What follows belongs to an exercise in optimizing a design on an open flow for small area; a production flow would make more cautious choices.
The RTL was checked by simulation tests, not by an equivalence proof against the original design.
Power figures rest on the tool's default switching activity, not on a simulated workload.

[design/flow/design.v]
module CIC (
    input             clk,
    input             proc,     
    input             stst,     
    input             src,      
    input      [8:0]  rd,       
    input             mask,     
    output     [11:0] y         
);
  reg [35:0] W0, W1, W2, W3;
  reg        cy;
  wire [8:0] ad = src ? rd : W0[8:0];
  wire [8:0] bd = mask ? 9'd0 : W1[8:0];
  wire [8:0] diff;
  wire       co;
  rca #(9) sub (.a(ad), .b(~bd), .ci(stst | cy), .s(diff), .co(co));
  always @(posedge clk) begin
    W0 <= {proc ? diff     : W0[8:0], W0[35:9]};
    W1 <= {proc ? W2[8:0]  : W1[8:0], W1[35:9]};
    W2 <= {proc ? W3[8:0]  : W2[8:0], W2[35:9]};
    W3 <= {proc ? ad       : W3[8:0], W3[35:9]};
    cy <= co;
  end
  assign y = W0[35:24];
endmodule
module rca #(parameter W = 12) (
    input  [W-1:0] a,
    input  [W-1:0] b,
    input          ci,
    output [W-1:0] s,
    output         co
);
  wire [W:0] c;
  assign c[0] = ci;
  genvar i;
  generate
    for (i = 0; i < W; i = i + 1) begin : bit_
      assign s[i]   = a[i] ^ b[i] ^ c[i];
      assign c[i+1] = (a[i] & b[i]) | (c[i] & (a[i] ^ b[i]));
    end
  endgenerate
  assign co = c[W];
endmodule
module csa_digit #(parameter W = 12) (
    input  [W-1:0] p,
    input  [W-1:0] q,
    input  [W-1:0] r,
    input          ki,
    input          ci,
    output [W-1:0] s,
    output         ko,
    output         co
);
  wire [W-1:0] x = p ^ q ^ r;
  wire [W-1:0] k = (p & q) | (p & r) | (q & r);
  rca #(W) add (.a(x), .b({k[W-2:0], ki}), .ci(ci), .s(s), .co(co));
  assign ko = k[W-1];
endmodule
module fm_rx (
	input clk,
	input rst,
	input [9:0] adc_data,
	output [11:0] audio,
	output reg audio_valid
);
reg [6:0] cnt;        
reg       started;    
reg [2:0] pc;         
reg       rst_d, rst_dd;
wire first = ~started;
wire c99 = (cnt == 7'd99);
always @(posedge clk) begin
	if (rst) begin
		cnt <= 7'd0;
		started <= 1'b0;
		pc <= 3'd0;
		rst_d <= 1'b1;
		rst_dd <= 1'b1;
	end else begin
		cnt <= c99 ? 7'd0 : cnt + 7'd1;
		started <= started | c99;
		if (c99 && pc != 3'd6) pc <= pc + 3'd1;
		rst_d <= 1'b0;
		rst_dd <= rst_d;
	end
end
wire clr = rst | rst_d | rst_dd;
reg [9:0] a1, a2, a3;
reg [2:0] gsp;
wire g1 = first && (cnt == 7'd4);
wire g2 = first && (cnt == 7'd5);
wire g3 = first && (cnt == 7'd6);
wire g4 = first && (cnt == 7'd7);
wire g5 = first && (cnt == 7'd8);
always @(posedge clk) begin
	a1 <= (rst || (first && cnt[6:1] == 6'd0)) ? 10'd0 : adc_data;
	a2 <= a1;
	a3 <= a2;
	gsp <= a3[9:7];
end
wire [1:0] p1 = cnt[1:0];
wire [1:0] p2 = cnt[1:0] - 2'd1;
wire [1:0] p3 = cnt[1:0] - 2'd2;
wire m1 = first && (cnt == 7'd3);    
wire m2 = g1;                        
wire        neg1 = p1[1] & ~m1;
wire [11:0] op1  = m1 ? 12'd0 : ({2'b0, a1} ^ {12{neg1}});
wire        f2   = ~p2[0];                        
wire [12:0] v2   = f2 ? {2'b0, a2, 1'b0} : {3'b0, a2};
wire        neg2 = ~p2[1] & ~m2;
wire [13:0] op2  = m2 ? 14'd0 : ({1'b0, v2} ^ {14{neg2}});
wire        isl3 = ~p3[0];
wire        neg3 = p3[1] & isl3;
wire [11:0] op3  = isl3 ? ({2'b0, a3} ^ {12{neg3}}) : 12'd0;
reg [32:0] X1, Y1;
reg [33:0] X2, Y2;
reg [35:0] X3, Y3, X4, Y4;
reg [2:0] c1r, c4r;               
reg [2:0] c2r, k2r, c3r, k3r;     
reg [5:0] s1r;  reg s1b, s1c;     
reg [6:0] s2r;  reg s2b, s2c;
reg [2:0] s3r;  reg s3b, s3c;
wire z0 = clr || (cnt == 7'd98) || c99;
wire z1 = clr || c99 || (cnt == 7'd0);
wire z2 = clr || (cnt == 7'd0) || (cnt == 7'd1);
wire z3 = clr || (cnt == 7'd1) || (cnt == 7'd2);
wire [5:0] n1d0; wire [8:0] n1d1, n1d2, n1d3; wire [3:0] n1c;
rca #(6) s1a (.a(g1 ? a2[5:0] : Y1[5:0]),   .b(op1[5:0]),               .ci(neg1),   .s(n1d0), .co(n1c[0]));
rca #(9) s1b_(.a(g2 ? {5'd0, a3[9:6]} : X1[14:6]), .b({{3{s1r[5]}}, s1r}),     .ci(c1r[0]), .s(n1d1), .co(n1c[1]));
rca #(9) s1c_(.a(Y1[23:15]), .b({9{s1b}}),               .ci(c1r[1]), .s(n1d2), .co(n1c[2]));
rca #(9) s1d (.a(X1[32:24]), .b({9{s1c}}),               .ci(c1r[2]), .s(n1d3), .co(n1c[3]));
wire [6:0] n2d0; wire [8:0] n2d1, n2d2, n2d3; wire [3:0] n2c, n2k;
csa_digit #(7) s2a (.p(g2 ? ~a3[6:0] : Y2[6:0]),   .q({X1[5:0], 1'b0}), .r(op2[6:0]),            .ki(neg2),   .ci(g2),     .s(n2d0), .ko(n2k[0]), .co(n2c[0]));
csa_digit #(9) s2b_(.p(g3 ? {6'h3f, ~gsp} : X2[15:7]), .q(Y1[14:6]),        .r({{2{s2r[6]}}, s2r}),  .ki(k2r[0]), .ci(c2r[0]), .s(n2d1), .ko(n2k[1]), .co(n2c[1]));
csa_digit #(9) s2c_(.p(Y2[24:16] | {9{g4}}), .q(X1[23:15]),       .r({9{s2b}}),            .ki(k2r[1]), .ci(c2r[1]), .s(n2d2), .ko(n2k[2]), .co(n2c[2]));
csa_digit #(9) s2d (.p(X2[33:25] | {9{g5}}), .q(Y1[32:24]),       .r({9{s2c}}),            .ki(k2r[2]), .ci(c2r[2]), .s(n2d3), .ko(n2k[3]), .co(n2c[3]));
wire [8:0] n3d0, n3d1, n3d2, n3d3; wire [3:0] n3c, n3k;
csa_digit #(9) s3a (.p(Y3[8:0]),   .q({X2[6:0], 2'b00}), .r(op3[8:0]),           .ki(neg3),   .ci(1'b0),   .s(n3d0), .ko(n3k[0]), .co(n3c[0]));
csa_digit #(9) s3b_(.p(X3[17:9]),  .q(Y2[15:7]),         .r({{6{s3r[2]}}, s3r}), .ki(k3r[0]), .ci(c3r[0]), .s(n3d1), .ko(n3k[1]), .co(n3c[1]));
csa_digit #(9) s3c_(.p(Y3[26:18]), .q(X2[24:16]),        .r({9{s3b}}),           .ki(k3r[1]), .ci(c3r[1]), .s(n3d2), .ko(n3k[2]), .co(n3c[2]));
csa_digit #(9) s3d (.p(X3[35:27]), .q(Y2[33:25]),        .r({9{s3c}}),           .ki(k3r[2]), .ci(c3r[2]), .s(n3d3), .ko(n3k[3]), .co(n3c[3]));
wire [8:0] n4d0, n4d1, n4d2, n4d3; wire [3:0] n4c;
rca #(9) s4a (.a(z0 ? 9'd0 : Y4[8:0]),   .b(X3[8:0]),   .ci(1'b0),   .s(n4d0), .co(n4c[0]));
rca #(9) s4b (.a(z1 ? 9'd0 : X4[17:9]),  .b(Y3[17:9]),  .ci(c4r[0]), .s(n4d1), .co(n4c[1]));
rca #(9) s4c (.a(z2 ? 9'd0 : Y4[26:18]), .b(X3[26:18]), .ci(c4r[1]), .s(n4d2), .co(n4c[2]));
rca #(9) s4d (.a(z3 ? 9'd0 : X4[35:27]), .b(Y3[35:27]), .ci(c4r[2]), .s(n4d3), .co(n4c[3]));
always @(posedge clk) begin
	if (clr) begin
		X1[5:0] <= 6'd0;  Y1[14:6] <= 9'd0;  X1[23:15] <= 9'd0;  Y1[32:24] <= 9'd0;
		X2[6:0] <= 7'd0;  Y2[15:7] <= 9'd0;  X2[24:16] <= 9'd0;  Y2[33:25] <= 9'd0;
		X3[8:0] <= 9'd0;  Y3[17:9] <= 9'd0;  X3[26:18] <= 9'd0;  Y3[35:27] <= 9'd0;
		c1r <= 3'd0; c2r <= 3'd0; k2r <= 3'd0; c3r <= 3'd0; k3r <= 3'd0; c4r <= 3'd0;
		s1r <= 6'd0; s1b <= 1'b0; s1c <= 1'b0;
		s2r <= 7'd0; s2b <= 1'b0; s2c <= 1'b0;
		s3r <= 3'd0; s3b <= 1'b0; s3c <= 1'b0;
	end else begin
		X1[5:0] <= n1d0;  Y1[14:6] <= n1d1;  X1[23:15] <= n1d2;  Y1[32:24] <= n1d3;
		X2[6:0] <= n2d0;  Y2[15:7] <= n2d1;  X2[24:16] <= n2d2;  Y2[33:25] <= n2d3;
		X3[8:0] <= n3d0;  Y3[17:9] <= n3d1;  X3[26:18] <= n3d2;  Y3[35:27] <= n3d3;
		c1r <= n1c[2:0];
		c2r <= n2c[2:0];  k2r <= n2k[2:0];
		c3r <= n3c[2:0];  k3r <= n3k[2:0];
		c4r <= n4c[2:0];
		s1r <= op1[11:6];  s1b <= s1r[5];  s1c <= s1b;
		s2r <= op2[13:7];  s2b <= s2r[6];  s2c <= s2b;
		s3r <= op3[11:9];  s3b <= s3r[2];  s3c <= s3b;
	end
	X4[8:0] <= n4d0;  Y4[17:9] <= n4d1;  X4[26:18] <= n4d2;  Y4[35:27] <= n4d3;
	Y1[5:0] <= X1[5:0];  X1[14:6] <= Y1[14:6];  Y1[23:15] <= X1[23:15];  X1[32:24] <= Y1[32:24];
	Y2[6:0] <= X2[6:0];  X2[15:7] <= Y2[15:7];  Y2[24:16] <= X2[24:16];  X2[33:25] <= Y2[33:25];
	Y3[8:0] <= X3[8:0];  X3[17:9] <= Y3[17:9];  Y3[26:18] <= X3[26:18];  X3[35:27] <= Y3[35:27];
	Y4[8:0] <= X4[8:0];  X4[17:9] <= Y4[17:9];  Y4[26:18] <= X4[26:18];  X4[35:27] <= Y4[35:27];
end
wire proc = (cnt >= 7'd98) || (cnt <= 7'd9);
wire stst = (cnt == 7'd98) || (cnt == 7'd2) || (cnt == 7'd6);
wire src  = (cnt >= 7'd98) || (cnt <= 7'd1);
wire [1:0] dsel = cnt[1:0];    
wire [8:0] rdI = (dsel == 2'd2) ? X4[8:0] : (dsel == 2'd3) ? Y4[17:9] : (dsel == 2'd0) ? X4[26:18] : Y4[35:27];
wire [8:0] rdQ = (dsel == 2'd2) ? Y4[8:0] : (dsel == 2'd3) ? X4[17:9] : (dsel == 2'd0) ? Y4[26:18] : X4[35:27];
wire cmask = (pc == 3'd0) || (pc == 3'd1 && cnt < 7'd50);
wire [11:0] Id, Qd;
CIC comb_I (.clk(clk), .proc(proc), .stst(stst), .src(src), .rd(rdI), .mask(cmask), .y(Id));
CIC comb_Q (.clk(clk), .proc(proc), .stst(stst), .src(src), .rd(rdQ), .mask(cmask), .y(Qd));
reg signed [11:0] Ip, Qp;
reg [14:0] R;
reg e10, e11;
wire mstep = (cnt[1:0] == 2'd2) && (cnt >= 7'd10) && (cnt <= 7'd54);
wire last = (cnt == 7'd54);
wire [14:0] u = {{3{Qd[11]}}, Qd} & {15{Ip[0]}};
wire [14:0] v = {{3{Id[11]}}, Id} & {15{Qp[0]}};
wire [14:0] rsum = ((cnt == 7'd10) ? 15'd0 : R) + (u ^ {15{last}}) + (v ^ {15{~last}}) + 15'd1;
always @(posedge clk) begin
	if (mstep) begin
		R <= {rsum[14], rsum[14:1]};
		if (cnt == 7'd50) e10 <= rsum[0];
		if (last) e11 <= rsum[0];
	end
end
always @(posedge clk) begin
	if (rst) begin
		Ip <= 12'sd0;
		Qp <= 12'sd0;
	end else if (mstep) begin
		Ip <= {Ip[0], Ip[11:1]};
		Qp <= {Qp[0], Qp[11:1]};
	end else if (started && cnt == 7'd58) begin
		Ip <= Id;
		Qp <= Qd;
	end
end
reg [11:0] F0, F1, F2, F3, F4, F5;
wire [11:0] Xn = {R[9:0], e11, e10};
wire fsh = (cnt >= 7'd98) || (cnt <= 7'd1);
wire [2:0] xd = (dsel == 2'd2) ? Xn[2:0] : (dsel == 2'd3) ? Xn[5:3] : (dsel == 2'd0) ? Xn[8:6] : Xn[11:9];
always @(posedge clk) begin
	F0 <= {fsh ? xd      : F0[2:0], F0[11:3]};
	F1 <= {fsh ? F0[2:0] : F1[2:0], F1[11:3]};
	F2 <= {fsh ? F1[2:0] : F2[2:0], F2[11:3]};
	F3 <= {fsh ? F2[2:0] : F3[2:0], F3[11:3]};
	F4 <= {fsh ? F3[2:0] : F4[2:0], F4[11:3]};
	F5 <= {fsh ? F4[2:0] : F5[2:0], F5[11:3]};
end
always @(posedge clk) begin
	if (rst)
		audio_valid <= 1'b0;
	else
		audio_valid <= started && (cnt == 7'd1);
end
assign audio = (pc == 3'd6) ? F5 : 12'd0;
endmodule
[design/flow/run.sh]
#!/bin/bash
# synth_recipe.tcl (not shown) runs the flow's synth.tcl, then flattens the netlist and writes it again
# the make line also repeats each setting of config.mk as NAME=value (left out here)
make -C /OpenROAD-flow-scripts/flow DESIGN_CONFIG=/design/flow/config.mk WORK_HOME=/design/flow/orfs CLKGATE_MAP_FILE= SYNTH_SCRIPT=/design/flow/synth_recipe.tcl finish
[design/flow/config.mk]
export PLATFORM = sky130hd
export DESIGN_NAME = fm_rx
export DESIGN_NICKNAME = fm_rx
export VERILOG_FILES = /design/flow/design.v
export SDC_FILE = /design/flow/constraint.sdc
export NUM_CORES = 4
export LEC_CHECK = 0
export CAP_MARGIN = 20
export CORE_MARGIN = 2
export CORE_UTILIZATION = 40
export CTS_BUF_LIST = sky130_fd_sc_hd__clkbuf_16
export CTS_CLUSTER_DIAMETER = 110
export CTS_CLUSTER_SIZE = 32
export SLEW_MARGIN = 20
export SYNTH_MEMORY_MAX_BITS = 16384
[design/flow/constraint.sdc]
create_clock -name core_clock -period 7.0 [get_ports {clk}]
set_input_delay 1.4000 -clock core_clock [delete_from_list [all_inputs] [get_ports {clk}]]
set_output_delay 1.4000 -clock core_clock [all_outputs]
set_load 0.01 [all_outputs]
==> results of run 1 <==
power groups by stage:
stage	sequential [mW]	clock [mW]	combinational, mW
finish	4.67	2.10	0.318
global route	4.70	2.32	0.367
CTS	4.68	2.16	0.326
detailed placement	4.77	0	0.325
global placement	4.77	0	0.317
floorplan	4.74	0	0.258
per-layer routing:
metal,GRT usage,wire length [µm],up-vias
met4,0.02994,1011,0
li1,-,-,6832
met1,0.2028,23850,6642
met3,0.01408,962,51
met2,0.2201,20860,130
met5,0,0,-
Yosys cell counts (3+ instances only):
library cell / instances
inv_1: 171
edfxtp_1: 16
a21oi_1: 34
mux2_2: 46
fa_1: 230
nor2b_1: 4
mux2_4: 5
dfxtp_1: 747
a21o_1: 4
xor2_1: 31
or3_1: 3
clkbuf_1: 47
nor3_1: 8
xnor2_1: 55
and3_1: 21
buf_1: 7
buf_6: 3
nand3_1: 3
nand2b_1: 6
ha_1: 28
nand2_1: 240
and2_1: 155
nor2_1: 144
o21ai_0: 52
buf_4: 3
a211oi_1: 25
buf_2: 18
mux2i_1: 75
or2_2: 4
layout by cell type (no fill, tap or decap), types with 27 or more instances in the layout:
master,instances
dfxtp_1,747
nand2_1,240
fa_1,230
inv_1,175
and2_1,155
nor2_1,143
mux2i_1,75
xnor2_1,55
o21ai_0,52
mux2_2,46
a21oi_1,33
xor2_1,31
clkbuf_16,29
ha_1,27
worst max path at each step:
stage / start / to / slack (ps)
5_1_grt: cnt[6] / Y2[33] / 150
2_1_floorplan: cnt[0] / Y2[33] / 630
3_5_place_dp: cnt[6] / Y2[33] / 410
6_report: cnt[6] / Y2[33] / 450
3_3_place_gp: cnt[6] / Y2[33] / 570
4_1_cts: cnt[6] / Y2[33] / 380
final cells by class:
class / instances / area, µm² / area share
Clock buffer: 29 / 725.7 / 0.02495
Clock inverter: 9 / 111.4 / 0.003828
Inverter: 172 / 645.6 / 0.02219
Multi-Input combinational cell: 1201 / 10710 / 0.3680
Sequential cell: 763 / 15430 / 0.5306
Tap cell: 873 / 1092 / 0.03755
Timing Repair Buffer: 42 / 375.4 / 0.01290
worst max-delay path, cell delays in order (launching register included):
cell     delay, ps
dfxtp_1        400
or3_4          450
nor2_1         130
and3_1         460
nor2_1         110
fa_1           500
inv_1           60
fa_1           400
fa_1           460
fa_1           460
fa_1           460
fa_1           470
fa_1           470
fa_1           460
fa_1           440
xor2_1         160
xnor2_1        140
or3_1          310
a21oi_1        130
state kept, by name (all words and copies together), names as in the netlist, 14 cells and up:
signal     cells
comb_Q.W3     36
comb_I.W3     36
X2            34
comb_I.W1     36
X3            36
comb_Q.W1     36
R             14
Y1            33
comb_Q.W0     36
X1            33
comb_Q.W2     36
comb_I.W0     36
Y3            36
Y4            36
X4            36
comb_I.W2     36
Y2            34
kinds of logic after synthesis:
group,share of synthesized area
flops,0.5698
xor+xnor,0.02780
buf+inv,0.03672
mux,0.04961
compound gates,0.02836
simple gates,0.1048
fa+ha+maj,0.1829
stage by stage:
stage / instances / area [µm²] / total power [mW] / setup WS (ps)
after floorplan: 2214 / 27090 / 4.994 / 630.1
after global placement: 3051 / 28250 / 5.082 / 573.8
after detailed placement: 3051 / 28250 / 5.097 / 413.5
after CTS: 3089 / 29090 / 7.164 / 379.3
after global routing: 3089 / 29090 / 7.391 / 146.5
final: 3089 / 29090 / 7.085 / 450.3
==> results.txt, run 1 <==
Top Ports=25; register clock-pin slew on the reported worst setup and hold paths=120 ps; quantity of gates resized following cts=0; initial antenna violation count=0; GPL Wtd Cong=0.8064; CTS Hold Bufs=0; Worst Tran Pin Value=895.6 ps; post-route ant nets=0; Initial DRC Count=706; cells after synthesis=2214; DPL Wire Length=33.77 mm; Slew Limit Fails=0; CTS H-tree lvls=1; FFs w/ async S/R, synth=0; Worst Skew=24.57 ps; Reg-to-Reg End=Y2[33]; Slew HR=0.4030; power per cell area=243.5 nW/µm²; crit end category=flop; Syn-to-layout area delta=7.385%; port bufs=24; Num CTS Buffers=29; Logic pwr share=0.045; worst hold slack=318.2 ps; Cell Area, Synth=27090 µm²; Cells on Worst Hold Path=0; first-pass GRT wire length=77.80 mm; crit path kind=flop to flop; via/cell ratio=4.421; switch share=0.2216; # fillers=6149; DIE HEIGHT=264.2 µm; Area contributors post-synth=dfxtp_1 (55%), fa_1 (17%), and2_1 (3.6%), nand2_1 (3.3%), mux2i_1 (2.8%); reg2reg setup slack=450 ps; largest net degree at the start of global routing=101; crit share post-route=0.9357; CTS tree=built; Detailed Routing Iterations Pass 1=5; f_max=152.7 MHz; total grt overflow=0; R2R depth=18; Post-synth EDFFs=16; FP Rows=95; post-CTS setup buffer count=0; syn nets=2484; WL final=46.68 mm; crit path DAT=7100 ps; status=timing/DRC/antenna clean; Cell variety after synth=52; diode count=0; sequential area share after synthesis=0.5698; maxcap violations=0; leakage=12.26 nW; post-synth top area share=0.5520; Nets=2479; worst skew pair latency=620 ps; switching pwr=1.570 mW; DR WL/cell=15.11 µm; initial core utilization=0.4034; share of cells above drive strength 1=0.05415; Clk pwr share=0.296; Post-Syn Area per Cell=12.24 µm²; ys flop type=dfxtp_1; Seq cells post-synth=763; Final Hold Violating Endpoints=0; crit-path max FO=10; clock sink total=763; die area=69820 µm²; vias in the first global route=14370; synth warn=2; Startpoint Class=flop; all-layer global routing usage=0.1378; Core Area=67160 µm²; Hold EP=F1[8]; final core utilization=0.4332; vias=13660; DRC Markers=0; endpoints failing setup=0; largest area contributor in the netlist=dfxtp_1; RR Startpoint=cnt[6]; HP Start=F1[11]; Worst Hold Class=flop to flop; cell-internal power=5.515 mW; Reg power frac=0.659; unrepaired setup endpoints after global routing=false; Worst IR Drop VDD=0.0001896 V; Root Buffer=clkbuf_16; Max Buffers Root-to-Sink=3; minimum clock period=6550 ps; CP required=7550 ps; setup_tns=0 ps; Die X-Extent=264.2 µm
==> inputs of run 2 (changes only) <==
--- a/design/flow/config.mk
+++ b/design/flow/config.mk
@@ -9,7 +9,7 @@
 export CORE_MARGIN = 2
 export CORE_UTILIZATION = 40
 export CTS_BUF_LIST = sky130_fd_sc_hd__clkbuf_16
-export CTS_CLUSTER_DIAMETER = 110
-export CTS_CLUSTER_SIZE = 32
+export CTS_CLUSTER_DIAMETER = 200
+export CTS_CLUSTER_SIZE = 26
 export SLEW_MARGIN = 20
 export SYNTH_MEMORY_MAX_BITS = 16384
==> results.txt, run 2 <==
status=timing/DRC/antenna clean; final core utilization=0.4347 (+0.001583); DR WL/cell=15.12 µm (about the same); Max Buffers Root-to-Sink=3 (unchanged); CTS Hold Bufs=0 (unchanged); CTS H-tree lvls=2 (+1); DPL Wire Length=33.77 mm (unchanged); power per cell area=247.1 nW/µm² (+1.5%); FP Rows=95 (unchanged); Final Hold Violating Endpoints=0 (unchanged); Worst Tran Pin Value=891.9 ps (-3.684 ps); cells after synthesis=2214 (unchanged); post-synth top area share=0.5520 (unchanged); global routing's busiest layer=met2; slowest CP cell=fa_1; leakage=12.32 nW (+0.49%); crit path DAT=7060 ps (-40 ps); unrepaired setup endpoints after global routing=false; syn nets=2484 (unchanged); Worst IR Drop VDD=0.0001499 V (-21%); footprint of the multi-input gates=10710 µm² (unchanged); GPL Wtd Cong=0.8064 (unchanged); WL final=46.76 mm (+0.18%); crit share post-route=0.9339 (-0.001778); quantity of gates resized following cts=0 (unchanged); f_max=153.0 MHz (+0.19%); FFs w/ async S/R, synth=0 (unchanged); endpoints failing setup=0 (unchanged); Seq. cell area=15430 µm² (unchanged); Die X-Extent=264.2 µm (unchanged); Cell variety after synth=52 (unchanged); register clock-pin slew on the reported worst setup and hold paths=100 ps (-20 ps); Slew HR=0.4054 (+0.002456); Clk pwr share=0.308 (+0.012); Logic pwr share=0.044 (about the same); initial antenna violation count=0 (unchanged); synth cell count leaders=dfxtp_1 (747), nand2_1 (240), fa_1 (230), inv_1 (171), and2_1 (155); share of cells above drive strength 1=0.05586 (+0.001704); Num CTS Buffers=35 (+21%); CTS tree=built; Top Ports=25 (unchanged); crit path kind=flop to flop; Area after DPL=28250 µm² (unchanged); DIE HEIGHT=264.2 µm (unchanged); diode count=0 (unchanged); Worst Skew=22.60 ps (-1.971 ps); grt met3 use=0.01687 (+0.002796); Nets=2485 (+0.24%); dpl cells=3051 (unchanged); via/cell ratio=4.421 (about the same); initial core utilization=0.4034 (unchanged); switching pwr=1.559 mW (-0.72%); vias=13670 (+0.14%); CP most frequent cell=fa_1; RR Startpoint=cnt[6]; DRC Markers=0 (unchanged); cell-internal power=5.655 mW (+2.5%); vias in the first global route=14560 (+1.4%); total power=7.214 mW (+1.8%); Post-synth EDFFs=16 (unchanged); Startpoint Class=flop; non-filler instance count after layout=3093 (+0.13%); Final Instance Area=29200 µm² (+0.37%); post-route ant nets=0 (unchanged); Area contributors post-synth=dfxtp_1 (55%), fa_1 (17%), and2_1 (3.6%), nand2_1 (3.3%), mux2i_1 (2.8%); Post-Syn Area per Cell=12.24 µm² (unchanged); top-count cell post-synth=dfxtp_1; first-pass GRT wire length=78.23 mm (+0.55%); port bufs=24 (unchanged); Worst Hold Class=flop to flop; CP required=7520 ps (-30 ps); # fillers=6138 (-0.18%); Root Buffer=clkbuf_16; Initial DRC Count=680 (-3.7%); minimum clock period=6537 ps (-12.44 ps); commonest non-fill, non-tap cell in the layout=dfxtp_1; Detailed Routing Iterations Pass 1=5 (unchanged); Reg power frac=0.647 (-0.012); all-layer global routing usage=0.1396 (+0.001826); crit path launch=cnt[6]; cell family with the largest share of critical-path delay=adder cells; post-CTS setup buffer count=0 (unchanged); Syn-to-layout area delta=7.778%; total grt overflow=0 (unchanged); switch share=0.2161 (-0.005529); most frequent cells in the layout=dfxtp_1 (747), nand2_1 (240), fa_1 (230); Seq cells post-synth=763 (unchanged); clock sink total=763 (unchanged); HP Start=comb_I.W3[9]; CP max stage delay=500 ps (about the same); largest area contributor in the netlist=dfxtp_1; sequential area share after synthesis=0.5698 (unchanged); largest net degree at the start of global routing=101 (unchanged); Slew Limit Fails=0 (unchanged); setup_tns=0 ps (unchanged); M1 GR Usage=0.2012 (-0.001590); worst path bufs/invs=1 (unchanged); crit end category=flop; met2 usage=0.2230 (+0.002845); die area=69820 µm² (unchanged); Cell Area, Synth=27090 µm² (unchanged); maxcap violations=0 (unchanged); crit-path max FO=10 (unchanged); Core Area=67160 µm² (unchanged); ys flop type=dfxtp_1; worst skew pair latency=580 ps (-40 ps); CP Cell Sequence=or3_4, nor2_1, and3_1, nor2_1, fa_1, inv_1, fa_1, fa_1, fa_1, fa_1, fa_1, fa_1, fa_1, fa_1, xor2_1, xnor2_1, or3_1, a21oi_1; synth warn=2 (unchanged)
==> run 2: cell counts after synthesis <==
Identical to the previous run, type by type.
==> run 2: path summary, 6_finish.rpt <==
kind / slack [ps] / depth (start not counted) / endpoint
hold reg to reg: 320 / 0 / comb_I.W3[0]
setup / recovery: 460 / 18 / Y2[33]
setup reg to reg: 460 / 18 / Y2[33]
hold / removal: 320 / 0 / comb_I.W3[0]
==> run 2: logic make-up after synthesis <==
logic type      after synthesis  share of synthesized area
simple gates                601                     0.1048
xor+xnor                     86                    0.02780
buf+inv                     250                    0.03672
fa+ha+maj                   258                     0.1829
mux                         126                    0.04961
flops                       763                     0.5698
compound gates              130                    0.02836
==> run 2: metrics by stage <==
stage          setup WS [ps]  hold WS, ps
5_1_grt                160.7        331.6
3_5_place_dp           413.5        312.1
2_1_floorplan          630.1        309.6
3_3_place_gp           573.8        310.1
4_1_cts                398.7        324.4
6_report               462.8        319.4
==> run 2: power groups by stage <==
stage	logic (mW)	registers [mW]	clock network, mW
floorplan	0.258	4.74	0
global placement	0.317	4.77	0
detailed placement	0.325	4.77	0
CTS	0.326	4.68	2.32
global route	0.367	4.70	2.49
finish	0.319	4.67	2.23
==> run 2: cell type report <==
type                    count  share of cell area
well taps                 873             0.03741
clock inverters             7            0.002314
multi-input cells        1201              0.3667
clock buffers              35             0.03000
inverters                 172             0.02211
flip-flops and latches    763              0.5286
repair buffers             42             0.01286
==> run 2: routing by layer <==
metal | up-vias | share of wire
li1 | 6850 | -
met1 | 6621 | 0.50
met2 | 151 | 0.45
met3 | 52 | 0.024
met4 | 0 | 0.021
met5 | - | 0
==> inputs of run 3 (changes only) <==
--- a/design/flow/config.mk
+++ b/design/flow/config.mk
@@ -9,7 +9,7 @@
 export CORE_MARGIN = 2
 export CORE_UTILIZATION = 40
 export CTS_BUF_LIST = sky130_fd_sc_hd__clkbuf_16
-export CTS_CLUSTER_DIAMETER = 200
-export CTS_CLUSTER_SIZE = 26
+export CTS_CLUSTER_DIAMETER = 130
+export CTS_CLUSTER_SIZE = 28
 export SLEW_MARGIN = 20
 export SYNTH_MEMORY_MAX_BITS = 16384
==> results.txt, run 3 <==
maxcap violations=0 (unchanged); Area after DPL=28250 µm² (unchanged); CTS tree=built; Post-Place Setup Slack=413.5 ps (unchanged); crit path DAT=7100 ps (+40 ps); WL final=46.89 mm (+0.28%); commonest non-fill, non-tap cell in the layout=dfxtp_1; total grt overflow=0 (unchanged); Slew HR=0.4061 (+0.0007170); minimum clock period=6538 ps (+0.6110 ps); Startpoint Class=flop; Detailed Routing Iterations Pass 1=5 (unchanged); worst skew pair latency=640 ps (+60 ps); DR WL/cell=15.17 µm (+0.35%); R2R depth=18 (unchanged); initial core utilization=0.4034 (unchanged); Worst IR Drop VDD=0.0002826 V (+89%); endpoints failing setup=0 (unchanged); all-layer global routing usage=0.1387 (-0.0009605); crit path kind=flop to flop; ys flop type=dfxtp_1; share of cells above drive strength 1=0.05458 (-0.001278); top-count cell post-synth=dfxtp_1; quantity of gates resized following cts=0 (unchanged); post-synth top area share=0.5520 (unchanged); Cell Area, Synth=27090 µm² (unchanged); Post-Syn Area per Cell=12.24 µm² (unchanged); CP required=7560 ps (+40 ps); Nets=2481 (-0.16%); crit share post-route=0.9340 (about the same); Area contributors post-synth=dfxtp_1 (55%), fa_1 (17%), and2_1 (3.6%), nand2_1 (3.3%), mux2i_1 (2.8%); port bufs=24 (unchanged); Adder-Cell Fraction of Synth Area=0.1829 (unchanged); DPL Wire Length=33.77 mm (unchanged); vias=13670 (-0.015%); post-CTS setup buffer count=0 (unchanged); Reg-to-Reg End=Y2[33]; Worst Tran Pin Value=890.8 ps (-1.076 ps); clock sink total=763 (unchanged); Syn-to-layout area delta=7.358%; sequential area share after synthesis=0.5698 (unchanged); Cell variety after synth=52 (unchanged); Cells on Worst Hold Path=0 (unchanged); CTS Hold Bufs=0 (unchanged); RR Startpoint=cnt[6]; setup_tns=0 ps (unchanged); Worst Skew=24.19 ps (+1.593 ps); Worst Hold Class=flop to flop; first-pass GRT wire length=78.14 mm (-0.12%); # fillers=6155 (+0.28%); post-synthesis xor/xnor area fraction=0.02780 (unchanged); post-synthesis mux area share=0.04961 (unchanged); largest family of logic cells by synthesized area=adder cells; FFs w/ async S/R, synth=0 (unchanged); via/cell ratio=4.423 (about the same); HP Start=comb_I.W3[9]; cell-internal power=5.542 mW (-2.0%); Synth Area in Compound Gates=0.02836 (unchanged); crit-path max FO=10 (unchanged); Initial DRC Count=734 (+7.9%); switching pwr=1.548 mW (-0.70%); initial antenna violation count=0 (unchanged); syn nets=2484 (unchanged); PnR worst setup slack=462.2 ps (-0.6110 ps); largest area contributor in the netlist=dfxtp_1; Hold EP=comb_I.W3[0]; crit end category=flop; vias in the first global route=14460 (-0.70%); Seq cells post-synth=763 (unchanged); cells after synthesis=2214 (unchanged); Top Ports=25 (unchanged); synth cell count leaders=dfxtp_1 (747), nand2_1 (240), fa_1 (230), inv_1 (171), and2_1 (155); DRC Markers=0 (unchanged); power per cell area=243.8 nW/µm² (-1.3%); Logic pwr share=0.045 (about the same); Root Buffer=clkbuf_16; Clk pwr share=0.296 (-0.012); FP Rows=95 (unchanged); GPL Wtd Cong=0.8064 (unchanged); unrepaired setup endpoints after global routing=false; Final Hold Violating Endpoints=0 (unchanged); die area=69820 µm² (unchanged); Final Instance Area=29080 µm² (-0.39%); synth warn=2 (unchanged); Max Buffers Root-to-Sink=3 (unchanged); most frequent cells in the layout=dfxtp_1 (747), nand2_1 (240), fa_1 (230); Post-synth EDFFs=16 (unchanged); CTS H-tree lvls=1 (-1); DIE HEIGHT=264.2 µm (unchanged); Synth Area in Simple Gates=0.1048 (unchanged); total power=7.090 mW (-1.7%); Num CTS Buffers=31 (-11%); post-route ant nets=0 (unchanged); Core Area=67160 µm² (unchanged); reg2reg setup slack=460 ps (about the same); Die X-Extent=264.2 µm (unchanged); Reg power frac=0.659 (+0.012); f_max=153.0 MHz (about the same); Slew Limit Fails=0 (unchanged); register clock-pin slew on the reported worst setup and hold paths=110 ps (about the same); switch share=0.2183 (+0.002253); leakage=12.27 nW (-0.42%); largest net degree at the start of global routing=101 (unchanged); status=timing/DRC/antenna clean
[run 3: cell counts after synthesis]
No cell type changed its count.
[run 3: layout make-up]
class	count	area, µm²	share of cell area
Inverter	172	645.6	0.02220
Tap cell	873	1092	0.03756
Antenna cell	1	2.502	0.00008604
Clock inverter	8	51.30	0.001764
Clock buffer	31	775.7	0.02667
Multi-Input combinational cell	1201	10710	0.3681
Sequential cell	763	15430	0.5307
Timing Repair Buffer	42	375.4	0.01291
[run 3: through the flow]
step	utilization	instances	hold slack, ps
6_report	0.4331	3091	324.1
5_1_grt	0.4330	3090	327.3
4_1_cts	0.4330	3090	328.2
3_5_place_dp	0.4207	3051	312.1
3_3_place_gp	0.4207	3051	310.1
2_1_floorplan	-	2214	309.6
[run 3: power by group through the flow]
stage	clock network [mW]	registers [mW]	logic, mW
after floorplan	0	4.74	0.258
after global placement	0	4.77	0.317
after detailed placement	0	4.77	0.325
after CTS	2.18	4.68	0.326
after global routing	2.34	4.70	0.367
final	2.10	4.67	0.319
[run 3: kinds of logic (layout without fill, tap and decap cells)]
| kind of cell | Yosys count | in the layout |
|---|---|---|
| other | 0 | 1 |
| XOR/XNOR | 86 | 86 |
| AO/OA/AOI/OAI | 130 | 130 |
| AND/OR/NAND/NOR | 601 | 601 |
| multiplexers | 126 | 126 |
| buffers and inverters | 250 | 253 |
| flip-flops | 763 | 763 |
| adder cells (fa/ha/maj) | 258 | 258 |
[run 3: worst max-delay path by stage]
stage	from	to	slack [ps]
6_report	cnt[6]	Y2[33]	460
3_5_place_dp	cnt[6]	Y2[33]	410
3_3_place_gp	cnt[6]	Y2[33]	570
5_1_grt	cnt[6]	Y2[33]	140
4_1_cts	cnt[6]	Y2[33]	380
2_1_floorplan	cnt[0]	Y2[33]	630
[run 3: worst max-delay path, stage by stage, from the launching register on]
cell	delay (ps)
dfxtp_1	390
or3_4	440
nor2_1	130
and3_1	450
nor2_1	110
fa_1	500
inv_1	60
fa_1	400
fa_1	460
fa_1	460
fa_1	460
fa_1	480
fa_1	470
fa_1	460
fa_1	440
xor2_1	160
xnor2_1	150
or3_1	310
a21oi_1	130
[run 3: routing by layer]
layer / up-vias / part of all wire / GRT usage
met2: 113 / 0.45 / 0.2220
met1: 6668 / 0.51 / 0.2027
li1: 6840 / - / -
met3: 51 / 0.021 / 0.01454
met4: 0 / 0.023 / 0.03163
met5: - / 0 / 0
==> inputs of run 4 (changes only) <==
--- a/design/flow/design.v
+++ b/design/flow/design.v
@@ -64,27 +64,20 @@
 	output reg audio_valid
 );
 reg [6:0] cnt;        
-reg       started;    
-reg [2:0] pc;         
-reg       rst_d, rst_dd;
+reg [1:0] pc;         
+wire started = (pc != 2'd0);    
 wire first = ~started;
 wire c99 = (cnt == 7'd99);
 always @(posedge clk) begin
 	if (rst) begin
 		cnt <= 7'd0;
-		started <= 1'b0;
-		pc <= 3'd0;
-		rst_d <= 1'b1;
-		rst_dd <= 1'b1;
+		pc <= 2'd0;
 	end else begin
 		cnt <= c99 ? 7'd0 : cnt + 7'd1;
-		started <= started | c99;
-		if (c99 && pc != 3'd6) pc <= pc + 3'd1;
-		rst_d <= 1'b0;
-		rst_dd <= rst_d;
-	end
-end
-wire clr = rst | rst_d | rst_dd;
+		if (c99 && !pc[1]) pc <= pc + 2'd1;
+	end
+end
+wire clr = rst | (first && cnt < 7'd2);    
 reg [9:0] a1, a2, a3;
 reg [2:0] gsp;
 wire g1 = first && (cnt == 7'd4);
@@ -177,7 +170,7 @@
 wire [1:0] dsel = cnt[1:0];    
 wire [8:0] rdI = (dsel == 2'd2) ? X4[8:0] : (dsel == 2'd3) ? Y4[17:9] : (dsel == 2'd0) ? X4[26:18] : Y4[35:27];
 wire [8:0] rdQ = (dsel == 2'd2) ? Y4[8:0] : (dsel == 2'd3) ? X4[17:9] : (dsel == 2'd0) ? Y4[26:18] : X4[35:27];
-wire cmask = (pc == 3'd0) || (pc == 3'd1 && cnt < 7'd50);
+wire cmask = (pc == 2'd0) || (pc == 2'd1 && cnt < 7'd50);
 wire [11:0] Id, Qd;
 CIC comb_I (.clk(clk), .proc(proc), .stst(stst), .src(src), .rd(rdI), .mask(cmask), .y(Id));
 CIC comb_Q (.clk(clk), .proc(proc), .stst(stst), .src(src), .rd(rdQ), .mask(cmask), .y(Qd));
@@ -186,8 +179,9 @@
 reg e10, e11;
 wire mstep = (cnt[1:0] == 2'd2) && (cnt >= 7'd10) && (cnt <= 7'd54);
 wire last = (cnt == 7'd54);
-wire [14:0] u = {{3{Qd[11]}}, Qd} & {15{Ip[0]}};
-wire [14:0] v = {{3{Id[11]}}, Id} & {15{Qp[0]}};
+wire pm = ~pc[1];
+wire [14:0] u = {{3{Qd[11]}}, Qd} & {15{Ip[0] & ~pm}};
+wire [14:0] v = {{3{Id[11]}}, Id} & {15{Qp[0] & ~pm}};
 wire [14:0] rsum = ((cnt == 7'd10) ? 15'd0 : R) + (u ^ {15{last}}) + (v ^ {15{~last}}) + 15'd1;
 always @(posedge clk) begin
 	if (mstep) begin
@@ -197,21 +191,18 @@
 	end
 end
 always @(posedge clk) begin
-	if (rst) begin
-		Ip <= 12'sd0;
-		Qp <= 12'sd0;
-	end else if (mstep) begin
+	if (mstep) begin
 		Ip <= {Ip[0], Ip[11:1]};
 		Qp <= {Qp[0], Qp[11:1]};
-	end else if (started && cnt == 7'd58) begin
+	end else if (cnt == 7'd58) begin
 		Ip <= Id;
 		Qp <= Qd;
 	end
 end
 reg [11:0] F0, F1, F2, F3, F4, F5;
 wire [11:0] Xn = {R[9:0], e11, e10};
-wire fsh = (cnt >= 7'd98) || (cnt <= 7'd1);
-wire [2:0] xd = (dsel == 2'd2) ? Xn[2:0] : (dsel == 2'd3) ? Xn[5:3] : (dsel == 2'd0) ? Xn[8:6] : Xn[11:9];
+wire fsh = (cnt >= 7'd98) || (cnt <= 7'd1) || first;
+wire [2:0] xd = first ? 3'd0 : (dsel == 2'd2) ? Xn[2:0] : (dsel == 2'd3) ? Xn[5:3] : (dsel == 2'd0) ? Xn[8:6] : Xn[11:9];
 always @(posedge clk) begin
 	F0 <= {fsh ? xd      : F0[2:0], F0[11:3]};
 	F1 <= {fsh ? F0[2:0] : F1[2:0], F1[11:3]};
@@ -226,5 +217,5 @@
 	else
 		audio_valid <= started && (cnt == 7'd1);
 end
-assign audio = (pc == 3'd6) ? F5 : 12'd0;
-endmodule
+assign audio = F5;
+endmodule
==> results.txt, run 4 <==
first-pass GRT wire length=76.95 mm (-1.5%); most frequent cells in the layout=dfxtp_1 (719), nand2_1 (237), fa_1 (230); crit-path max FO=9 (-1); via/cell ratio=4.458 (+0.79%); Seq cells post-synth=759 (-0.52%); crit path DAT=6820 ps (-280 ps); FP Rows=95 (unchanged); CTS tree=built; Die X-Extent=263.8 µm (-0.16%); post-route ant nets=0 (unchanged); Worst Skew=24.88 ps (+0.6906 ps); initial core utilization=0.4028 (-0.0005539); Worst Hold Class=flop to flop; Post-synth EDFFs=40 (+24); unrepaired setup endpoints after global routing=false; initial antenna violation count=1 (+1); total grt overflow=0 (unchanged); DRC Markers=0 (unchanged); sequential area share after synthesis=0.5775 (+0.007726); Cell variety after synth=50 (-3.8%); setup_tns=0 ps (unchanged); diode count=0 (-1); post-CTS setup buffer count=0 (unchanged); FFs w/ async S/R, synth=0 (unchanged); cells after synthesis=2157 (-2.6%); Post-Syn Area per Cell=12.52 µm² (+2.3%); DIE HEIGHT=263.8 µm (-0.16%); post-synth top area share=0.5330 (-0.01902); CTS Hold Bufs=0 (unchanged); vias in the first global route=14480 (+0.12%); port bufs=24 (unchanged); total power=7.048 mW (-0.59%); Worst IR Drop VDD=0.0002000 V (-29%); DPL Wire Length=33.11 mm (-2.0%); vias=13550 (-0.87%); Syn-to-layout area delta=7.344% (about the same); quantity of gates resized following cts=0 (unchanged); register clock-pin slew on the reported worst setup and hold paths=110 ps (about the same); largest area contributor in the netlist=dfxtp_1; crit end category=flop; clock sink total=759 (-0.52%); Cell Area, Synth=27000 µm² (-0.31%); synth cell count leaders=dfxtp_1 (719), nand2_1 (237), fa_1 (230), inv_1 (185), and2_1 (163); status=timing/DRC/antenna clean; Area after DPL=28140 µm² (-0.40%); worst skew pair latency=630 ps (about the same); Core Area=67040 µm² (-0.18%); final core utilization=0.4324 (-0.0006510); Max Buffers Root-to-Sink=3 (unchanged); commonest non-fill, non-tap cell in the layout=dfxtp_1; die area=69610 µm² (-0.31%); DR WL/cell=15.06 µm (-0.72%); power per cell area=243.1 nW/µm² (-0.27%); Final Instance Area=28990 µm² (-0.33%); largest net degree at the start of global routing=75 (-26%); Slew Limit Fails=0 (unchanged); ys flop type=dfxtp_1; all-layer global routing usage=0.1364 (-0.002244); # fillers=6290 (+2.2%); syn nets=2425 (-2.4%); share of cells above drive strength 1=0.06784 (+0.01326); top-count cell post-synth=dfxtp_1; maxcap violations=0 (unchanged); Slew HR=0.3529 (-0.05325); endpoints failing setup=0 (unchanged); Num CTS Buffers=31 (unchanged); GPL Wtd Cong=0.9032 (+12%); Initial DRC Count=728 (-0.82%); Area contributors post-synth=dfxtp_1 (53%), fa_1 (17%), edfxtp_1 (4.4%), and2_1 (3.8%), nand2_1 (3.3%); leakage=12.27 nW (about the same); Startpoint Class=flop; minimum clock period=6278 ps (-259.5 ps); worst hold slack=325.0 ps (+0.8680 ps); Final Hold Violating Endpoints=0 (unchanged); CP required=7540 ps (-20 ps); crit path kind=flop to flop; Top Ports=25 (unchanged); CTS H-tree lvls=1 (unchanged); Detailed Routing Iterations Pass 1=5 (unchanged); WL final=45.79 mm (-2.4%); crit share post-route=0.8969 (-0.03707); synth warn=2 (unchanged); Nets=2428 (-2.1%); Root Buffer=clkbuf_16; f_max=159.3 MHz (+4.1%); Worst Tran Pin Value=969.6 ps (+78.83 ps)
run 4: final timing paths:
path         startpoint      to  slack, ps  depth (start not counted)
max              cnt[5]  Y2[33]        720                         18
min               F3[8]   F3[5]        330                          0
max reg2reg      cnt[5]  Y2[33]        720                         18
min reg2reg       F3[8]   F3[5]        330                          0
run 4: cell type report:
class	instances	area, µm²	share of cell area
tap	873	1092	0.03768
multi-input combinational	1138	10360	0.3576
clock inverter	9	71.32	0.002460
clock buffer	31	775.7	0.02676
sequential	759	15600	0.5380
timing repair buffer	44	390.4	0.01347
inverter	186	698.2	0.02408
run 4: metrics by stage:
step | instances | setup WS [ps]
global route | 3040 | 401.7
detailed placement | 3000 | 747.2
global placement | 3000 | 715.9
finish | 3040 | 721.6
floorplan | 2157 | 179.8
CTS | 3040 | 696.0
run 4: logic make-up after synthesis:
family / Yosys count / share of synthesized area
buffers and inverters: 260 / 0.03980
and+or+nand+nor: 561 / 0.09790
adders and majority gates: 256 / 0.1826
AOI/OAI and AO/OA: 109 / 0.02368
DFF: 759 / 0.5775
muxes: 126 / 0.05069
xor gates and xnor gates: 86 / 0.02789
run 4: power by group:
part | total [mW] | switching, mW | internal (mW)
Clock | 2.10 | 1.28 | 0.816
Sequential | 4.55 | 0.0642 | 4.48
Combinational | 0.403 | 0.237 | 0.166
run 4: metal layers:
metal / GRT usage / share of wire
met1: 0.1943 / 0.48
met5: 0 / 0
met2: 0.2237 / 0.46
met4: 0.03271 / 0.020
met3: 0.01482 / 0.035
run 4: worst max-delay path: stages (launching register included):
cell and delay [ps]:
dfxtp_1 430, or3_1 420, nor2_1 140, and3_1 300, nor2_1 80, fa_1 480, inv_1 50, fa_1 380
fa_1 460, fa_1 460, fa_1 460, fa_1 460, fa_1 460, fa_1 460, fa_1 440, xor2_1 160
xnor2_1 140, or3_1 310, a21oi_1 140
==> inputs of run 5 (changes only) <==
--- a/design/flow/design.v
+++ b/design/flow/design.v
@@ -199,23 +199,17 @@
 		Qp <= Qd;
 	end
 end
-reg [11:0] F0, F1, F2, F3, F4, F5;
+reg [71:0] FR;
 wire [11:0] Xn = {R[9:0], e11, e10};
 wire fsh = (cnt >= 7'd98) || (cnt <= 7'd1) || first;
 wire [2:0] xd = first ? 3'd0 : (dsel == 2'd2) ? Xn[2:0] : (dsel == 2'd3) ? Xn[5:3] : (dsel == 2'd0) ? Xn[8:6] : Xn[11:9];
-always @(posedge clk) begin
-	F0 <= {fsh ? xd      : F0[2:0], F0[11:3]};
-	F1 <= {fsh ? F0[2:0] : F1[2:0], F1[11:3]};
-	F2 <= {fsh ? F1[2:0] : F2[2:0], F2[11:3]};
-	F3 <= {fsh ? F2[2:0] : F3[2:0], F3[11:3]};
-	F4 <= {fsh ? F3[2:0] : F4[2:0], F4[11:3]};
-	F5 <= {fsh ? F4[2:0] : F5[2:0], F5[11:3]};
-end
+always @(posedge clk)
+	FR <= {fsh ? xd : FR[2:0], FR[71:3]};
 always @(posedge clk) begin
 	if (rst)
 		audio_valid <= 1'b0;
 	else
 		audio_valid <= started && (cnt == 7'd1);
 end
-assign audio = F5;
-endmodule
+assign audio = FR[11:0];
+endmodule
==> results.txt, run 5 <==
vias in the first global route=14540 (+0.41%); DIE HEIGHT=263.5 µm (-0.11%); first-pass GRT wire length=77.33 mm (+0.49%); Cell variety after synth=55 (+10%); crit-path max FO=13 (+4); endpoints failing setup=0 (unchanged); FFs w/ async S/R, synth=0 (unchanged); largest area contributor in the netlist=dfxtp_1; unrepaired setup endpoints after global routing=false; largest net degree at the start of global routing=80 (+6.7%); clock sink total=759 (unchanged); Worst IR Drop VDD=0.0001890 V (-5.5%); Detailed Routing Iterations Pass 1=4 (-1); cell-internal power=5.446 mW (-0.35%); crit path kind=flop to flop; Area contributors post-synth=dfxtp_1 (53%), fa_1 (17%), edfxtp_1 (4.5%), and2_1 (3.8%), nand2_1 (3.4%); synth warn=2 (unchanged); status=timing/DRC/antenna clean; via/cell ratio=4.439 (-0.43%); cells after synthesis=2169 (+0.56%); Max Buffers Root-to-Sink=3 (unchanged); initial antenna violation count=0 (-1); syn nets=2437 (+0.49%); Root Buffer=clkbuf_16; WL final=45.53 mm (-0.57%); crit end category=flop; DPL Wire Length=32.96 mm (-0.43%); power per cell area=242.4 nW/µm² (-0.30%); synth cell count leaders=dfxtp_1 (719), nand2_1 (243), fa_1 (230), inv_1 (188), and2_1 (163); Top Ports=25 (unchanged); Initial DRC Count=736 (+1.1%); top-count cell post-synth=dfxtp_1; register clock-pin slew on the reported worst setup and hold paths=110 ps (about the same); Largest Register=FR; ys flop type=dfxtp_1; post-CTS setup buffer count=0 (unchanged); Worst Skew=38.35 ps (+13.47 ps); GPL Wtd Cong=0.8454 (-6.4%); Seq cells post-synth=759 (unchanged); all-layer global routing usage=0.1373 (+0.0008481); Startpoint Class=flop; port bufs=24 (unchanged); crit path DAT=7140 ps (+320 ps); quantity of gates resized following cts=0 (unchanged); share of cells above drive strength 1=0.06040 (-0.007439); final core utilization=0.4313 (-0.001102); switching pwr=1.550 mW (-2.0%); Final Instance Area=28860 µm² (-0.43%); switch share=0.2216 (-0.002955); # fillers=6210 (-1.3%); f_max=151.6 MHz (-4.8%); Die X-Extent=263.5 µm (-0.11%); CTS tree=built; post-synth top area share=0.5342 (+0.001163); Syn-to-layout area delta=7.114%; die area=69460 µm² (-0.22%); worst skew pair latency=630 ps (about the same); diode count=0 (unchanged); Nets=2429 (+0.041%); Final Hold Violating Endpoints=0 (unchanged); maxcap violations=0 (unchanged); Num CTS Buffers=31 (unchanged); max reg flops=72; DR WL/cell=14.97 µm (-0.63%); initial core utilization=0.4027 (about the same); Clk pwr share=0.296 (-0.002); Slew HR=0.2752 (-0.07764); setup_tns=0 ps (unchanged); commonest non-fill, non-tap cell in the layout=dfxtp_1; total grt overflow=0 (unchanged); sequential area share after synthesis=0.5788 (+0.001260); Reg power frac=0.648 (+0.003); Core Area=66920 µm² (-0.18%); DRC Markers=0 (unchanged); minimum clock period=6597 ps (+318.2 ps); most frequent cells in the layout=dfxtp_1 (719), nand2_1 (243), fa_1 (230); CTS H-tree lvls=1 (unchanged); Cell Area, Synth=26950 µm² (-0.22%); Post-Syn Area per Cell=12.42 µm² (-0.77%); CP required=7550 ps (about the same); CTS Hold Bufs=0 (unchanged); crit share post-route=0.9424 (+0.04546); Logic pwr share=0.056 (about the same); post-route ant nets=0 (unchanged); Worst Hold Class=flop to flop; Slew Limit Fails=0 (unchanged); Area after DPL=28020 µm² (-0.44%); FP Rows=95 (unchanged); vias=13500 (-0.37%); Post-synth EDFFs=40 (unchanged); leakage=12.19 nW (-0.68%); Worst Tran Pin Value=1087 ps (+117.5 ps)
run 5: changes by cell type after synthesis, moves of 3 or more:
cell / delta
o21ai_0: +4
a21o_1: -5
nor2_2: -4
buf_2: -9
clkbuf_1: +9
inv_1: +3
nand3_1: +8
mux2_2: -11
buf_4: +11
nand2_1: +6
mux2_4: -3
a21oi_1: +3
run 5: power groups by stage:
stage / Clock [mW] / Sequential, mW / Combinational [mW]
floorplan: 0 / 4.61 / 0.301
CTS: 2.15 / 4.54 / 0.402
global route: 2.31 / 4.55 / 0.457
global placement: 0 / 4.64 / 0.383
finish: 2.07 / 4.54 / 0.392
detailed placement: 0 / 4.64 / 0.396
run 5: worst paths after layout:
kind,slack (ps),depth (start not counted),end,startpoint
setup / recovery,400,17,Y2[33],cnt[3]
setup reg to reg,400,17,Y2[33],cnt[3]
hold reg to reg,320,0,comb_Q.W1[7],comb_Q.W1[16]
hold / removal,320,0,comb_Q.W1[7],comb_Q.W1[16]
run 5: routing by layer:
layer	wire (µm)	vias to the layer above	GRT usage	share of wire
met3	1213	46	0.01599	0.027
met2	21480	128	0.2294	0.47
met1	22010	6701	0.1925	0.48
li1	-	6628	-	-
met5	0	-	0	0
met4	820	0	0.02842	0.018
run 5: layout make-up:
type | instances | area (µm²) | share of cell area
inverter | 189 | 709.4 | 0.02458
clock buffer | 31 | 775.7 | 0.02688
clock inverter | 10 | 68.82 | 0.002384
tap | 873 | 1092 | 0.03784
timing repair buffer | 44 | 390.4 | 0.01353
multi-input combinational | 1136 | 10230 | 0.3545
sequential | 759 | 15600 | 0.5403
run 5: worst max-delay path, cell delays in order, from the launching register on:
cell and delay, ps:
dfxtp_1 640, nor2b_1 270, and4_1 550, nor2_1 110
fa_1 500, inv_1 50, fa_1 400, fa_1 480
fa_1 460, fa_1 460, fa_1 470, fa_1 460
fa_1 470, fa_1 450, xor2_1 170, xnor2_1 140
or3_1 310, a21oi_1 140
run 5: logic make-up after synthesis:
family          Yosys count  share of synthesized area
buf+inv                 274                    0.04295
simple gates            571                    0.09965
fa+ha+maj               256                     0.1829
mux                     112                    0.04448
xor+xnor                 82                    0.02665
flops                   759                     0.5788
compound gates          115                    0.02456
run 5: per-stage QoR:
| step | total power, mW | setup slack (ps) | hold WS (ps) | std cells |
|---|---|---|---|---|
| floorplan | 4.912 | 46.09 | 309.6 | 2169 |
| global placement | 5.019 | 539.2 | 309.8 | 3001 |
| detailed placement | 5.033 | 384.9 | 312.1 | 3001 |
| CTS | 7.094 | 345.1 | 318.3 | 3042 |
| global route | 7.324 | 101.2 | 330.9 | 3042 |
| finish | 6.996 | 403.4 | 321.3 | 3042 |
==> inputs of run 6 (changes only) <==
--- a/design/flow/config.mk
+++ b/design/flow/config.mk
@@ -8,7 +8,7 @@
 export CAP_MARGIN = 20
 export CORE_MARGIN = 2
 export CORE_UTILIZATION = 40
-export CTS_BUF_LIST = sky130_fd_sc_hd__clkbuf_16
+export CTS_BUF_LIST = sky130_fd_sc_hd__clkbuf_8 sky130_fd_sc_hd__clkbuf_16
 export CTS_CLUSTER_DIAMETER = 130
 export CTS_CLUSTER_SIZE = 28
 export SLEW_MARGIN = 20
==> results.txt, run 6 <==
DIE HEIGHT=263.5 µm (unchanged); syn nets=2437 (unchanged); cell family with the largest share of critical-path delay=adder cells; switching pwr=1.551 mW (about the same); top-count cell post-synth=dfxtp_1; top layer in use=met4; Cells on Worst Hold Path=0 (unchanged); crit share post-route=0.9421 (about the same); Worst IR Drop VDD=0.0001890 V (unchanged); DPL Wire Length=32.96 mm (unchanged); f_max=151.6 MHz (about the same); WL final=45.54 mm (about the same); die area=69460 µm² (unchanged); Area contributors post-synth=dfxtp_1 (53%), fa_1 (17%), edfxtp_1 (4.5%), and2_1 (3.8%), nand2_1 (3.4%); CP most frequent cell=fa_1; total grt overflow=0 (unchanged); sequential area share after synthesis=0.5788 (unchanged); Top Ports=25 (unchanged); slowest CP cell=dfxtp_1; crit path kind=flop to flop; Clk pwr share=0.297 (about the same); DRT met1 WL=22.02 mm (about the same); synth warn=2 (unchanged); Slew HR=0.2752 (unchanged); Num CTS Buffers=31 (unchanged); Logic pwr share=0.056 (about the same); quantity of gates resized following cts=0 (unchanged); number of cells on the critical path=17 (unchanged); commonest non-fill, non-tap cell in the layout=dfxtp_1; switch share=0.2213 (-0.0002690); first-pass GRT wire length=77.33 mm (unchanged); Slew Limit Fails=0 (unchanged); synth cell count leaders=dfxtp_1 (719), nand2_1 (243), fa_1 (230), inv_1 (188), and2_1 (163); Nets=2429 (unchanged); Reg power frac=0.647 (about the same); max reg flops=72 (unchanged); post-route ant nets=0 (unchanged); FFs w/ async S/R, synth=0 (unchanged); Seq cells post-synth=759 (unchanged); unrepaired setup endpoints after global routing=false; CP required=7550 ps (about the same); Syn-to-layout area delta=7.151% (about the same); diode count=0 (unchanged); worst hold slack=321.1 ps (-0.2240 ps); status=timing/DRC/antenna clean; Max Buffers Root-to-Sink=3 (unchanged); post-CTS setup buffer count=0 (unchanged); via/cell ratio=4.441 (about the same); non-filler instance count after layout=3042 (unchanged); Post-Place Setup Slack=384.9 ps (unchanged); crit path DAT=7140 ps (about the same); largest net degree at the start of global routing=80 (unchanged); power per cell area=242.7 nW/µm² (+0.13%); dpl cells=3001 (unchanged); Post-synth EDFFs=40 (unchanged); maxcap violations=0 (unchanged); # fillers=6205 (-0.081%); CP Cell Sequence=nor2b_1, and4_1, nor2_1, fa_1, inv_1, fa_1, fa_1, fa_1, fa_1, fa_1, fa_1, fa_1, fa_1, xor2_1, xnor2_1, or3_1, a21oi_1; Cell variety after synth=55 (unchanged); Worst Skew=38.58 ps (+0.2302 ps); Largest Register=FR; final core utilization=0.4314 (about the same); vias in the first global route=14530 (-0.028%); endpoints failing setup=0 (unchanged); post-synth top area share=0.5342 (unchanged); all-layer global routing usage=0.1373 (unchanged); setup_tns=0 ps (unchanged); share of cells above drive strength 1=0.06086 (+0.0004610); Final Instance Area=28870 µm² (about the same); crit-path max FO=13 (unchanged); CTS H-tree lvls=1 (unchanged); largest area contributor in the netlist=dfxtp_1; FP Rows=95 (unchanged); minimum clock period=6595 ps (-1.892 ps); Root Buffer=clkbuf_16; leakage=12.20 nW (about the same); vias=13510 (+0.044%); Die X-Extent=263.5 µm (unchanged); Initial DRC Count=737 (+0.14%); CP max stage delay=640 ps (about the same); DRC Markers=0 (unchanged); met2 WL=21.48 mm (about the same); reg2reg setup slack=410 ps (about the same); clock sink total=759 (unchanged); total power=7.008 mW (+0.17%); cells after synthesis=2169 (unchanged); CTS Hold Bufs=0 (unchanged); crit end category=flop; initial antenna violation count=0 (unchanged); register clock-pin slew on the reported worst setup and hold paths=110 ps (about the same); Startpoint Class=flop; most frequent cells in the layout=dfxtp_1 (719), nand2_1 (243), fa_1 (230); initial core utilization=0.4027 (unchanged); cell-internal power=5.457 mW (+0.20%); GPL Wtd Cong=0.8454 (unchanged); Final Hold Violating Endpoints=0 (unchanged); worst skew pair latency=630 ps (about the same); worst path bufs/invs=1 (unchanged); Area after DPL=28020 µm² (unchanged); Cell Area, Synth=26950 µm² (unchanged); PnR worst setup slack=405.3 ps (+1.892 ps); Worst Hold Class=flop to flop; CTS tree=built; Worst Tran Pin Value=1087 ps (unchanged); Detailed Routing Iterations Pass 1=4 (unchanged); ys flop type=dfxtp_1; metal3 WL=1.213 mm (unchanged); Core Area=66920 µm² (unchanged); Post-Syn Area per Cell=12.42 µm² (unchanged); port bufs=24 (unchanged); R2R depth=17 (unchanged); DR WL/cell=14.97 µm (about the same)
==> run 6: cell counts after synthesis <==
No cell type changed its count.
==> run 6: layer usage <==
layer,up-vias,global-route usage
li1,6628,-
met1,6707,0.1925
met2,128,0.2294
met3,46,0.01599
met4,0,0.02842
met5,-,0
==> run 6: kinds of logic after synthesis <==
group	share of synthesized area
mux	0.04448
compound gates	0.02456
buf+inv	0.04295
fa+ha+maj	0.1829
simple gates	0.09965
flops	0.5788
xor+xnor	0.02665
==> run 6: layout make-up <==
| cell class | instances | area (µm²) | share of cell area |
|---|---|---|---|
| inverter | 189 | 709.4 | 0.02457 |
| clock buffer | 32 | 789.5 | 0.02734 |
| sequential | 759 | 15600 | 0.5401 |
| multi-input combinational | 1136 | 10230 | 0.3544 |
| tap | 873 | 1092 | 0.03783 |
| timing repair buffer | 44 | 390.4 | 0.01352 |
| clock inverter | 9 | 65.06 | 0.002253 |
==> run 6: power by group through the flow <==
| stage | logic [mW] | clock network, mW | registers, mW |
|---|---|---|---|
| final | 0.392 | 2.08 | 4.54 |
| after global placement | 0.383 | 0 | 4.64 |
| after global routing | 0.457 | 2.32 | 4.55 |
| after detailed placement | 0.396 | 0 | 4.64 |
| after floorplan | 0.301 | 0 | 4.61 |
| after CTS | 0.402 | 2.16 | 4.54 |
==> run 6: path summary, 6_finish.rpt <==
| kind | start | endpoint |
|---|---|---|
| worst max-delay path | cnt[3] | Y2[33] |
| worst min-delay path | comb_Q.W1[16] | comb_Q.W1[7] |
| worst max register to register | cnt[3] | Y2[33] |
| worst min register to register | comb_Q.W1[16] | comb_Q.W1[7] |

separate check: timing with driven ports:
No port has a modelled driver above. Below, the same layouts with a new extraction and two added sets of constraints.
Step 1 assumes that a clkbuf_16 drives the clock port and a buf_2 every other input.
Step 2, shift: input delay + t, output delay - t, t = (earliest + latest rising clock arrival at the registers) / 2. This alone moves slack from input paths to output paths.
Slacks: ideal / step 1 / step 2; pairs: ideal / step 1.
| run | t, ns | slack for setup (ns) | slew at the worst register clock pin (ns) |
|---|---|---|---|
| run 1 | 0.676 | 0.450 / 0.450 / 0.442 | 0.12 / 0.12 |
| run 2 | 0.629 | 0.463 / 0.463 / 0.431 | 0.11 / 0.11 |
| run 3 | 0.690 | 0.462 / 0.462 / 0.418 | 0.12 / 0.12 |
| run 4 | 0.679 | 0.722 / 0.722 / 0.722 | 0.12 / 0.12 |
| run 5 | 0.669 | 0.403 / 0.403 / 0.403 | 0.12 / 0.12 |
| run 6 | 0.668 | 0.405 / 0.405 / 0.405 | 0.12 / 0.12 |
After both steps every run listed still meets setup and hold. The setup slack of run 3, which loses most, moves by 0.000 ns with the drivers and by -0.044 ns with both steps.
